What follows belongs to an exercise in optimizing a design on an open flow for small area; a production flow would make more cautious choices.
RTL that was checked went through simulation tests only; none was proved equivalent to the original.

Setup of juniper:
// fft_top
module fft_top(
    input          sys_clk,
    input          sys_rst_n,
    input          Rx_0,
    output         Tx_0,
    output         Clk_0,
    output         CS,
    output [31:0]  ad_data0,
    output [31:0]  ad_data1,
    output [31:0]  ad_data2,
    output         en_Ain0,
    output         en_Ain1,
    input  [31:0]  P_target,
    output [31:0]  i_current,
    input  [31:0]  P_measure
);
==> flow/config.mk <==
export PLATFORM = sky130hd
export DESIGN_NAME = fft_top
export DESIGN_NICKNAME = fft_top
export VERILOG_FILES = /design/flow/design.v
export SDC_FILE = /design/flow/constraint.sdc
export NUM_CORES = 4
export LEC_CHECK = 0
export CAP_MARGIN = 20
export CORE_MARGIN = 2
export CORE_UTILIZATION = 85
export CTS_BUF_LIST = sky130_fd_sc_hd__clkbuf_8
export CTS_CLUSTER_DIAMETER = 50
export CTS_CLUSTER_SIZE = 12
export SLEW_MARGIN = 20
==> flow/constraint.sdc <==
create_clock -name core_clock -period 10.0 [get_ports {sys_clk}]
set_input_delay 2.0000 -clock core_clock [delete_from_list [all_inputs] [get_ports {sys_clk}]]
set_output_delay 2.0000 -clock core_clock [all_outputs]
set_load 0.01 [all_outputs]
standard.sh (not shown) runs the stock make flow with config.mk's settings and CLKGATE_MAP_FILE= SYNTH_SCRIPT=/design/flow/synth_recipe.tcl, a recipe that flattens the netlist after the stock synthesis.
==> flow/flow/run.sh <==
#!/bin/bash
# Own layout flow: the standard flow, with these changes.
#  1. Port buffers are the smallest buffer cell (buffer_ports -buffer_cell).
#  2. The synthesis's single tie-low cell is kept for all constant outputs
#     (no per-load tie cells).
#  3. After the standard synthesis, flow/faflip.py re-chooses the polarity
#     of the full-adder cells to drop inverters (registers untouched).
# Each tool's output goes to a log file of its own in this folder.
set -euo pipefail
export BUFFER_PORTS_ARGS="-buffer_cell sky130_fd_sc_hd__buf_1"
export SKIP_REPAIR_TIE_FANOUT=1
R=orfs/results/${FLOW_PLATFORM}/fft_top/base
bash standard.sh synth > synth.log 2>&1
cp $R/1_2_yosys.v 1_2_yosys.standard.v
python3 flow/faflip.py 1_2_yosys.standard.v $R/1_2_yosys.v > faflip.log 2>&1
bash standard.sh > layout.log 2>&1
Other scripts of this flow, unchanged in this note and not shown: flow/flow/faflip.py
Input changes introduced in willow (baseline for comparison: juniper):
==> flow/config.mk <==
export PLATFORM = sky130hd
export DESIGN_NAME = fft_top
export DESIGN_NICKNAME = fft_top
export VERILOG_FILES = /design/flow/design.v
export SDC_FILE = /design/flow/constraint.sdc
export NUM_CORES = 4
export LEC_CHECK = 0
export CAP_MARGIN = 20
export CORE_MARGIN = 2
export CORE_UTILIZATION = 80
export CTS_BUF_LIST = sky130_fd_sc_hd__clkbuf_8
export CTS_CLUSTER_DIAMETER = 60
export CTS_CLUSTER_SIZE = 16
export SLEW_MARGIN = 20
Findings:
The smallest hold slack reported for willow is smaller than that of juniper by 0.021 ns. For the relative area change from synthesis to final layout, willow came in 1.3 points lower than juniper did. Compared willow vs juniper, and worst path setup slack after routing is down in willow. Effective utilization at floorplan ends up higher on juniper. Changes observed in willow relative to juniper: number of inserted filler cells in the final layout up 320; required time of the critical path shrank by 0.06 ns; combined global-route utilization of all metal layers lower. Wire: willow routes less than juniper.
Function was not checked in any run of this note: the RTL went through the layout flow alone.

---

Another version of the RTL of fft_top (not shown whole).
Size: ~1000 cells after synthesis, roughly 200 I/O pins, ~14000 um^2 of cells after synthesis.
==> flow/design.v (excerpt) <==
module fft_top(
    input          sys_clk,
    input          sys_rst_n,
    input          Rx_0,
    output         Tx_0,
    output         Clk_0,
    output         CS,
    output [31:0]  ad_data0,
    output [31:0]  ad_data1,
    output [31:0]  ad_data2,
    output         en_Ain0,
    output         en_Ain1,
    input  [31:0]  P_target,
    output [31:0]  i_current,
    input  [31:0]  P_measure
);
Settings: LEC_CHECK=0, CAP_MARGIN=20, CORE_MARGIN=2, CORE_UTILIZATION=80, CTS_BUF_LIST=sky130_fd_sc_hd__clkbuf_4 sky130_fd_sc_hd__clkbuf_8, CTS_CLUSTER_DIAMETER=60, CTS_CLUSTER_SIZE=16, SLEW_MARGIN=20; clock period 10.0 ns.
==> flow/flow/run.sh <==
#!/bin/bash
# Own layout flow: the standard flow, with these changes.
#  1. Port buffers are the smallest buffer cell (buffer_ports -buffer_cell).
#  2. The synthesis's single tie-low cell is kept for all constant outputs
#     (no per-load tie cells).
#  3. After the standard synthesis, flow/faflip.py re-chooses the polarity
#     of the full-adder cells to drop inverters, and flow/invfold.py folds
#     single-load inverters into the NOR2/NAND2 they feed (registers are
#     left exactly as the standard synthesis made them).
# Each tool's output goes to a log file of its own in this folder.
set -euo pipefail
export BUFFER_PORTS_ARGS="-buffer_cell sky130_fd_sc_hd__buf_1"
export SKIP_REPAIR_TIE_FANOUT=1
R=orfs/results/${FLOW_PLATFORM}/fft_top/base
bash standard.sh synth > synth.log 2>&1
cp $R/1_2_yosys.v 1_2_yosys.standard.v
python3 flow/faflip.py 1_2_yosys.standard.v 1_2_yosys.faflip.v > faflip.log 2>&1
python3 flow/invfold.py 1_2_yosys.faflip.v $R/1_2_yosys.v > invfold.log 2>&1
bash standard.sh > layout.log 2>&1
Other scripts of this flow, unchanged in this note and not shown: flow/flow/faflip.py, flow/flow/invfold.py
The starting point produced a clean layout.
Then changed:
Settings changed: CTS_BUF_LIST sky130_fd_sc_hd__clkbuf_4 sky130_fd_sc_hd__clkbuf_8 to sky130_fd_sc_hd__clkbuf_8, GPL_TIMING_DRIVEN set to 0.
The changed run passed the timing, DRC and antenna checks.
Cell area increases by 2.6%.
Global-route usage increases by 4.5 points.
Area after synthesis does not change.

---

job 101:
fft_top, a different RTL version from the one above (not shown whole).
Size in the first run: roughly 1400 cells after synthesis, ~15000 sq um of cells after synthesis.
clock: 10.0 ns
lec_check: 0
abc_area: 1
cap_margin: 20
core_margin: 2
core_utilization: 75
cts_buf_list: sky130_fd_sc_hd__clkbuf_8
cts_cluster_diameter: 60
cts_cluster_size: 16
slew_margin: 20
==> flow/flow/run.sh <==
#!/bin/bash
# Own layout flow: the standard flow, with two changes.
#  1. Port buffers are the smallest buffer cell (buffer_ports -buffer_cell).
#  2. After the standard synthesis, flow/faflip.py re-chooses the polarity
#     of the full-adder cells to drop inverters (registers untouched).
# Each tool's output goes to a log file of its own in this folder.
set -euo pipefail
export BUFFER_PORTS_ARGS="-buffer_cell sky130_fd_sc_hd__buf_1"
R=orfs/results/${FLOW_PLATFORM}/fft_top/base
bash standard.sh synth > synth.log 2>&1
cp $R/1_2_yosys.v 1_2_yosys.standard.v
python3 flow/faflip.py 1_2_yosys.standard.v $R/1_2_yosys.v > faflip.log 2>&1
bash standard.sh > layout.log 2>&1
Other scripts of this flow, unchanged in this note and not shown: flow/flow/faflip.py
### job 101 -> job 102
# job 101
export LEC_CHECK = 0
export ABC_AREA = 1
export CAP_MARGIN = 20
export CORE_MARGIN = 2
export CORE_UTILIZATION = 75
export CTS_BUF_LIST = sky130_fd_sc_hd__clkbuf_8
export CTS_CLUSTER_DIAMETER = 60
export CTS_CLUSTER_SIZE = 16
export SLEW_MARGIN = 20
create_clock -name core_clock -period 10.0 [get_ports {sys_clk}]
# job 102
export LEC_CHECK = 0
export ABC_AREA = 1
export CAP_MARGIN = 20
export CORE_MARGIN = 2
export CORE_UTILIZATION = 80
export CTS_BUF_LIST = sky130_fd_sc_hd__clkbuf_8
export CTS_CLUSTER_DIAMETER = 60
export CTS_CLUSTER_SIZE = 16
export SLEW_MARGIN = 20
create_clock -name core_clock -period 10.0 [get_ports {sys_clk}]
Notes after the runs:
Clock-buffer cell count: job 101 and job 102 compared, higher one is job 101
Going from job 101 to job 102, the die area was shrunk.
Final routed wirelength across all metal layers (higher): job 102
Job 102 drops more vias than job 101.
| final standard cell utilization of the core | higher: job 102 |
Setup changes, job 102 to job 103
# job 102
export LEC_CHECK = 0
export ABC_AREA = 1
export CAP_MARGIN = 20
export CORE_MARGIN = 2
export CORE_UTILIZATION = 80
export CTS_BUF_LIST = sky130_fd_sc_hd__clkbuf_8
export CTS_CLUSTER_DIAMETER = 60
export CTS_CLUSTER_SIZE = 16
export SLEW_MARGIN = 20
create_clock -name core_clock -period 10.0 [get_ports {sys_clk}]
# job 103
export LEC_CHECK = 0
export CAP_MARGIN = 20
export CORE_MARGIN = 2
export CORE_UTILIZATION = 80
export CTS_BUF_LIST = sky130_fd_sc_hd__clkbuf_8
export CTS_CLUSTER_DIAMETER = 60
export CTS_CLUSTER_SIZE = 16
export SLEW_MARGIN = 20
create_clock -name core_clock -period 10.0 [get_ports {sys_clk}]
==> comparison <==
- The worst setup margin of job 103 falls short of that of job 102 by 0.024 ns.
- Diff job 102 -> job 103: routed wire length went up; overall via count from detail_route shrank by 301.
- Job 103 and job 102 ended up with roughly the same aggregate global-route resource usage.
- Diff job 102 -> job 103 | placed wire-length estimate after detailed placement | up by a few percent
- On mean post-synth cell area: between job 103 and job 102, it ends up lower for job 102.
- Job 103 reports its topmost layer with routed signal wires as met4 while job 102 reports met5.
- Comparing worst endpoint data arrival time for job 103 and job 102, the bigger number came from job 103.
- On total instance count after detailed placement: between job 103 and job 102, it ends up higher for job 102.
No run of this note included a check of the RTL's function; only the layout flow was run.

---

Another version of the RTL of fft_top (not shown whole).
Size: roughly 1400 cells after synthesis, about 200 I/O pins, roughly 15000 sq um of cells after synthesis.
Settings: LEC_CHECK=0, CAP_MARGIN=20, CORE_MARGIN=2, CORE_UTILIZATION=40, CTS_BUF_LIST=sky130_fd_sc_hd__clkbuf_8, CTS_CLUSTER_DIAMETER=60, CTS_CLUSTER_SIZE=12, SLEW_MARGIN=20; clock period 10.0 ns.
Scripts as last shown in full above: flow/flow/run.sh
Other scripts of this flow, unchanged in this note and not shown: flow/flow/faflip.py
The starting point completed without violations.
Then changed:
Settings changed: ABC_AREA set to 1, CORE_UTILIZATION 40 to 80, CTS_CLUSTER_SIZE 12 to 16.
=>
- synthesized cell count went up by 5.0%
- routed wire length went up by 4.0%
- cell count went down by 11%
- setup slack got worse by 65 ps
- sequential cell count stays the same
- non-clock buffer count went down by 1
- die area went down by 49%
- via count went up by 6.3%

---

== yarrow ==
fft_top, a different RTL version from the one above (not shown whole).
Size in the first run: roughly 200 I/O pins, ~0.015 sq mm of cells after synthesis.
==> flow/config.mk <==
export PLATFORM = sky130hd
export DESIGN_NAME = fft_top
export DESIGN_NICKNAME = fft_top
export VERILOG_FILES = /design/flow/design.v
export SDC_FILE = /design/flow/constraint.sdc
export NUM_CORES = 4
export LEC_CHECK = 0
export CAP_MARGIN = 20
export CORE_MARGIN = 2
export CORE_UTILIZATION = 80
export CTS_BUF_LIST = sky130_fd_sc_hd__clkbuf_4
export CTS_CLUSTER_DIAMETER = 45
export CTS_CLUSTER_SIZE = 10
export SLEW_MARGIN = 20
==> flow/constraint.sdc <==
create_clock -name core_clock -period 10.0 [get_ports {sys_clk}]
set_input_delay 2.0000 -clock core_clock [delete_from_list [all_inputs] [get_ports {sys_clk}]]
set_output_delay 2.0000 -clock core_clock [all_outputs]
set_load 0.01 [all_outputs]
==> flow/flow/run.sh <==
#!/bin/bash
# Own layout flow: the standard flow, with these changes.
#  1. Port buffers are the smallest buffer cell (buffer_ports -buffer_cell).
#  2. The synthesis's single tie-low cell is kept for all constant outputs
#     (no per-load tie cells).
#  3. After the standard synthesis, flow/faflip.py re-chooses the polarity
#     of the full-adder cells to drop inverters (registers untouched).
# Each tool's output goes to a log file of its own in this folder.
set -euo pipefail
export BUFFER_PORTS_ARGS="-buffer_cell sky130_fd_sc_hd__buf_1"
export SKIP_REPAIR_TIE_FANOUT=1
R=orfs/results/${FLOW_PLATFORM}/fft_top/base
bash standard.sh synth > synth.log 2>&1
cp $R/1_2_yosys.v 1_2_yosys.standard.v
python3 flow/faflip.py 1_2_yosys.standard.v $R/1_2_yosys.v > faflip.log 2>&1
bash standard.sh > layout.log 2>&1
Other scripts of this flow, unchanged in this note and not shown: flow/flow/faflip.py
## Diff of input files: sierra against yarrow
- swapping sky130_fd_sc_hd__clkbuf_4 for sky130_fd_sc_hd__clkbuf_16 in CTS_BUF_LIST
- swapping 10 for 24 in CTS_CLUSTER_SIZE
- swapping 45 for 60 in CTS_CLUSTER_DIAMETER
Results
Per the comparison of sierra with yarrow, share of the final layout cell area in sequential cells shrank by 0.28 points; via count shrank by 1.3%.
Against yarrow as the reference, sierra delivers a higher wire length of the first global-routing pass.
Changes observed in sierra relative to yarrow: clock-buffer cell count now sits lower; number of non-filler instances in the completed layout decreased by about 1.8% relative to the old numbers; final weighted congestion of routability-driven global placement went down by about 0.5%; wire length went up.

==> static timing again, ports no longer ideal <==
The flow's constraints put no driver on any port. The routed layouts listed below were extracted and timed again, unchanged, in two steps. Step 1, drivers: a clkbuf_16 drives sys_clk and a buf_2 each remaining input, both assumed. Step 2, shift: input delay + t, output delay - t, t = (earliest + latest rising clock arrival at the registers) / 2. This alone moves slack from input paths to output paths. Slacks: ideal ports / drivers / drivers and shift; pairs: ideal ports / drivers.
| run | t (ns) | setup WS [ns] | worst data-port slew with drivers (ns) | pins driven straight from the clock port |
|---|---|---|---|---|
| juniper | 0.651 | 0.282 / 0.282 / 0.282 | 0.05 | 1 |
| willow | 0.599 | 0.279 / 0.279 / 0.279 | 0.04 | 1 |
| the first run of note 2 | 0.585 | 0.304 / 0.304 / 0.304 | 0.04 | 1 |
| the second run of note 2 | 0.579 | 0.311 / 0.311 / 0.311 | 0.05 | 1 |
| job 101 | 0.599 | 0.329 / 0.329 / 0.329 | 0.07 | 1 |
| job 102 | 0.599 | 0.329 / 0.329 / 0.329 | 0.08 | 1 |
| job 103 | 0.595 | 0.305 / 0.305 / 0.305 | 0.06 | 1 |
| the first run of note 4 | 0.653 | 0.404 / 0.404 / 0.404 | 0.03 | 1 |
| the second run of note 4 | 0.597 | 0.338 / 0.338 / 0.338 | 0.05 | 1 |
| yarrow | 0.677 | 0.281 / 0.281 / 0.281 | 0.04 | 1 |
| sierra | 0.550 | 0.388 / 0.388 / 0.388 | 0.04 | 1 |
After both steps every run listed still meets setup and hold.
